What follows belongs to an exercise in optimizing a design on an open flow for small area, a short achievable clock period and few clock cycles; a production flow would make more cautious choices.
Function was checked by simulation only, so behaviour that the tests miss may differ from the original.
No driver is modelled on the clock port, so clock power and skew are understated where the tree is cut down; a real chip needs a root buffer or a tree.

## HT_TOP
module HT_TOP(
    input clk,
    input rst_n,
    input in_valid,
    input [2:0] in_weight,
    input out_mode,
    output reg out_valid,
    output reg out_code
);
function [3:0] add3(input [2:0] a, input [2:0] b);
    reg [2:0] g, p; reg [3:0] c;
    begin
        g = a & b; p = a ^ b;
        c[0] = 1'b0;
        c[1] = g[0];
        c[2] = g[1] | (p[1] & g[0]);
        c[3] = g[2] | (p[2] & g[1]) | (p[2] & p[1] & g[0]);
        add3 = {c[3], p ^ c[2:0]};
    end
endfunction
function [5:0] add6(input [5:0] a, input [5:0] b);
    reg [5:0] g, p, c;
    begin
        g = a & b; p = a ^ b;
        c[0] = 1'b0;
        c[1] = g[0];
        c[2] = g[1] | (p[1] & g[0]);
        c[3] = g[2] | (p[2] & g[1]) | (p[2] & p[1] & g[0]);
        c[4] = g[3] | (p[3] & g[2]) | (p[3] & p[2] & g[1]) | (p[3] & p[2] & p[1] & g[0]);
        c[5] = g[4] | (p[4] & g[3]) | (p[4] & p[3] & g[2]) | (p[4] & p[3] & p[2] & g[1])
             | (p[4] & p[3] & p[2] & p[1] & g[0]);
        add6 = p ^ c;
    end
endfunction
function ge3(input [2:0] a, input [2:0] b);
    reg [2:0] gt, lt;
    begin
        gt = a & ~b; lt = ~a & b;
        ge3 = ~(lt[2] | (~gt[2] & (lt[1] | (~gt[1] & lt[0]))));
    end
endfunction
function ge6(input [5:0] a, input [5:0] b);
    reg [5:0] gt, lt;
    reg l54, g54, l32, g32, l10;
    begin
        gt = a & ~b; lt = ~a & b;
        l54 = lt[5] | (~gt[5] & lt[4]);
        g54 = gt[5] | (~lt[5] & gt[4]);
        l32 = lt[3] | (~gt[3] & lt[2]);
        g32 = gt[3] | (~lt[3] & gt[2]);
        l10 = lt[1] | (~gt[1] & lt[0]);
        ge6 = ~(l54 | (~g54 & (l32 | (~g32 & l10))));
    end
endfunction
reg       iv;               
always @(posedge clk or negedge rst_n) begin
    if (!rst_n)
        iv <= 1'b0;
    else
        iv <= in_valid;
end
always @(posedge clk) begin
end
localparam IDLE = 2'd0, IN = 2'd1, MERGE = 2'd2, OUT = 2'd3;
reg [1:0] phase;
reg [2:0] cnt;             
reg [4:0] coh;             
reg [5:0] w [0:7];
reg [4:0] m [0:7];
reg [5:0] Y;               
reg [6:0] cr [0:4];        
reg [4:0] rootbit;         
reg       rb;              
reg merging;                
wire in_phase = !merging;
wire [2:0] k = cnt;         
wire md = mode;
reg [4:0] leaf_m;
always @(*) begin
    leaf_m = 5'd0;
    if (!md) begin
        case (k)
            3'd4: leaf_m = 5'b00001;
  ...
For scale: roughly 920 cells after synthesis, roughly 140 flip-flops, ~8700 um^2 of cells after synthesis.
Settings: LEC_CHECK=0, CAP_MARGIN=20, CORE_MARGIN=2, CORE_UTILIZATION=40, SETUP_SLACK_MARGIN=3.9, SLEW_MARGIN=20; clock period 6.0 ns.
standard.sh (not shown) runs the stock make flow with config.mk's settings and CLKGATE_MAP_FILE= SYNTH_SCRIPT=/design/flow/synth_recipe.tcl, a recipe that flattens the netlist after the stock synthesis.
==> flow/flow/run.sh <==
#!/bin/bash
# Own flow: the standard layout, with a hook after CTS that replaces the
# clock tree by four clkbuf_16 fed by the clock port (flow/reclk.tcl).
set -euo pipefail
W=$(pwd)
export FLOW_FLOW_DIR="$W/flow"
export POST_CTS_TCL="$W/flow/post_cts.tcl"
bash standard.sh finish > "$W/standard_flow.log" 2>&1
==> flow/flow/reclk.tcl <==
proc my_reclock {} {
  set block [ord::get_db_block]
  set clkport_net [$block findNet clk]
  set recs {}
  foreach p [all_registers -clock_pins] {
    set it [sta::sta_to_db_pin $p]
    set loc [[$it getInst] getLocation]
    lappend recs [list $it [lindex $loc 0] [lindex $loc 1]]
  }
  # four groups of equal size
  set byx [lsort -integer -index 1 $recs]
  set n [llength $byx]
  set h [expr {$n / 2}]
  set halves [list [lrange $byx 0 [expr {$h - 1}]] [lrange $byx $h end]]
  set groups {}
  foreach half $halves {
    set byy [lsort -integer -index 2 $half]
    set m [llength $byy]
    set k [expr {$m / 2}]
    lappend groups [lrange $byy 0 [expr {$k - 1}]] [lrange $byy $k end]
  }
  # the old tree: its nets
  set oldnets {}
  foreach dnet [$block getNets] {
    if {[string match "clknet_*" [$dnet getName]]} { lappend oldnets $dnet }
  }
  # new buffers and nets; move the clock pins to them. Each quarter has a
  # root buffer on the clock port feeding two leaf buffers, each leaf feeding
  # half of the quarter's clock pins.
  set master [[ord::get_db] findMaster sky130_fd_sc_hd__clkbuf_16]
  $clkport_net setSigType CLOCK
  set q 0
  foreach grp $groups {
    set rnet [odb::dbNet_create $block "bclk_rnet$q"]
    $rnet setSigType CLOCK
    set rbuf [odb::dbInst_create $block $master "bclk_rbuf$q"]
    [$rbuf findITerm A] connect $clkport_net
    [$rbuf findITerm X] connect $rnet
    set byx [lsort -integer -index 1 $grp]
    set c [llength $byx]
    set k [expr {$c / 2}]
    set rx 0; set ry 0
    set l 0
    foreach sub [list [lrange $byx 0 [expr {$k - 1}]] [lrange $byx $k end]] {
      set cnet [odb::dbNet_create $block "bclk_net${q}_$l"]
      $cnet setSigType CLOCK
      set buf [odb::dbInst_create $block $master "bclk_buf${q}_$l"]
      [$buf findITerm A] connect $rnet
      [$buf findITerm X] connect $cnet
      set sx 0; set sy 0
      foreach r $sub {
        set it [lindex $r 0]
        if {[$it getNet] ne "NULL"} { $it disconnect }
        $it connect $cnet
        set sx [expr {$sx + [lindex $r 1]}]; set sy [expr {$sy + [lindex $r 2]}]
      }
      set cs [llength $sub]
      set bx [expr {$sx / $cs}]; set by [expr {$sy / $cs}]
      $buf setLocation $bx $by
      $buf setPlacementStatus PLACED
      set rx [expr {$rx + $bx}]; set ry [expr {$ry + $by}]
      puts "my_reclock: bclk_buf${q}_$l drives $cs clock pins"
      incr l
    }
    $rbuf setLocation [expr {$rx / 2}] [expr {$ry / 2}]
    $rbuf setPlacementStatus PLACED
    incr q
  }
  # remove what is left of the old tree: its buffers, dummy loads and nets
  set dead {}
  foreach it [$clkport_net getITerms] {
    set inst [$it getInst]
    if {![string match "bclk_*" [$inst getName]]} { lappend dead $inst }
  }
  foreach dnet $oldnets {
    foreach it [$dnet getITerms] { lappend dead [$it getInst] }
  }
  set names {}
  foreach inst $dead {
    set nm [$inst getName]
    if {[lsearch -exact $names $nm] < 0} { lappend names $nm }
  }
  foreach nm $names {
    set inst [$block findInst $nm]
    puts "my_reclock: removing $nm ([[$inst getMaster] getName])"
    foreach it [$inst getITerms] {
      if {[$it getNet] ne "NULL"} { $it disconnect }
    }
    odb::dbInst_destroy $inst
  }
  foreach dnet $oldnets { odb::dbNet_destroy $dnet }
}
Other scripts of this flow, unchanged in this note and not shown: flow/flow/post_cts.tcl
Testbench counts at the start, summed over its fixed seeds: cycles 17,157.
==> next run, changes <==
--- a/flow/flow/reclk.tcl
+++ b/flow/flow/reclk.tcl
@@ -28,5 +28,5 @@
   # root buffer on the clock port feeding two leaf buffers, each leaf feeding
   # half of the quarter's clock pins.
-  set master [[ord::get_db] findMaster sky130_fd_sc_hd__clkbuf_16]
+  set master [[ord::get_db] findMaster sky130_fd_sc_hd__buf_12]
   $clkport_net setSigType CLOCK
   set q 0
--- a/flow/config.mk
+++ b/flow/config.mk
@@ -6,7 +6,8 @@
 export NUM_CORES = 4
 export LEC_CHECK = 0
+export ABC_AREA = 1
 export CAP_MARGIN = 20
 export CORE_MARGIN = 2
 export CORE_UTILIZATION = 40
-export SETUP_SLACK_MARGIN = 3.9
+export SETUP_SLACK_MARGIN = 4.1
 export SLEW_MARGIN = 20
Result: Register-to-register slack gains 360 ps; worst setup slack gains 360 ps; routed wire length rises by 7.4%.
==> next run, changes <==
--- a/flow/config.mk
+++ b/flow/config.mk
@@ -10,4 +10,4 @@
 export CORE_MARGIN = 2
 export CORE_UTILIZATION = 40
-export SETUP_SLACK_MARGIN = 4.1
+export SETUP_SLACK_MARGIN = 4.0
 export SLEW_MARGIN = 20
=> Final cell count goes down by 3.2%; wire length goes down by 6.9%; maximum frequency goes up by about 2.7%; via count goes down by 4.1%.
==> next run, changes <==
--- a/flow/flow/reclk.tcl
+++ b/flow/flow/reclk.tcl
@@ -28,5 +28,5 @@
   # root buffer on the clock port feeding two leaf buffers, each leaf feeding
   # half of the quarter's clock pins.
-  set master [[ord::get_db] findMaster sky130_fd_sc_hd__buf_12]
+  set master [[ord::get_db] findMaster sky130_fd_sc_hd__clkbuf_16]
   $clkport_net setSigType CLOCK
   set q 0
--- a/flow/config.mk
+++ b/flow/config.mk
@@ -10,4 +10,4 @@
 export CORE_MARGIN = 2
 export CORE_UTILIZATION = 40
-export SETUP_SLACK_MARGIN = 4.0
+export SETUP_SLACK_MARGIN = 3.9
 export SLEW_MARGIN = 20
=> Wire length is lower by 2.7%. Flip-flop and latch count is unchanged. Die area is unchanged. Clock skew shrinks by 4.7 ps. Register-to-register slack loses 70 ps. Critical path depth increases by 9.
No run of this note takes its clock network from TritonCTS; it comes from the design's own scripts or RTL.

==> what the ideal ports hide <==
No port has a modelled driver above. Below, the same layouts with a new extraction and two added sets of constraints. Step 1: set_driving_cell puts a clkbuf_16 on clk and a buf_2 on each other input, an assumption about the parent block. Step 2 adds t to the input delays and takes it off the output delays; t is the mean of the earliest and latest rising clock arrival at the registers after step 1. Input paths then give back, and output paths get back, about the clock's delay inside the block. Three values: ideal, step 1, step 2; two values: the first two.
| run | t, ns | setup slack, ns | pins driven straight from the clock port |
|---|---|---|---|
| the first run | 0.369 | 3.629 / 3.629 / 3.629 | 4 |
| the second run | 0.328 | 3.990 / 3.948 / 3.881 | 4 |
| the third run | 0.326 | 4.042 / 3.943 / 3.891 | 4 |
| the fourth run | 0.370 | 3.980 / 3.897 / 3.880 | 4 |
After both steps setup and hold are still met in every run listed. The setup slack of the third run, which loses most, moves by -0.099 ns with the drivers and by -0.151 ns with both steps.
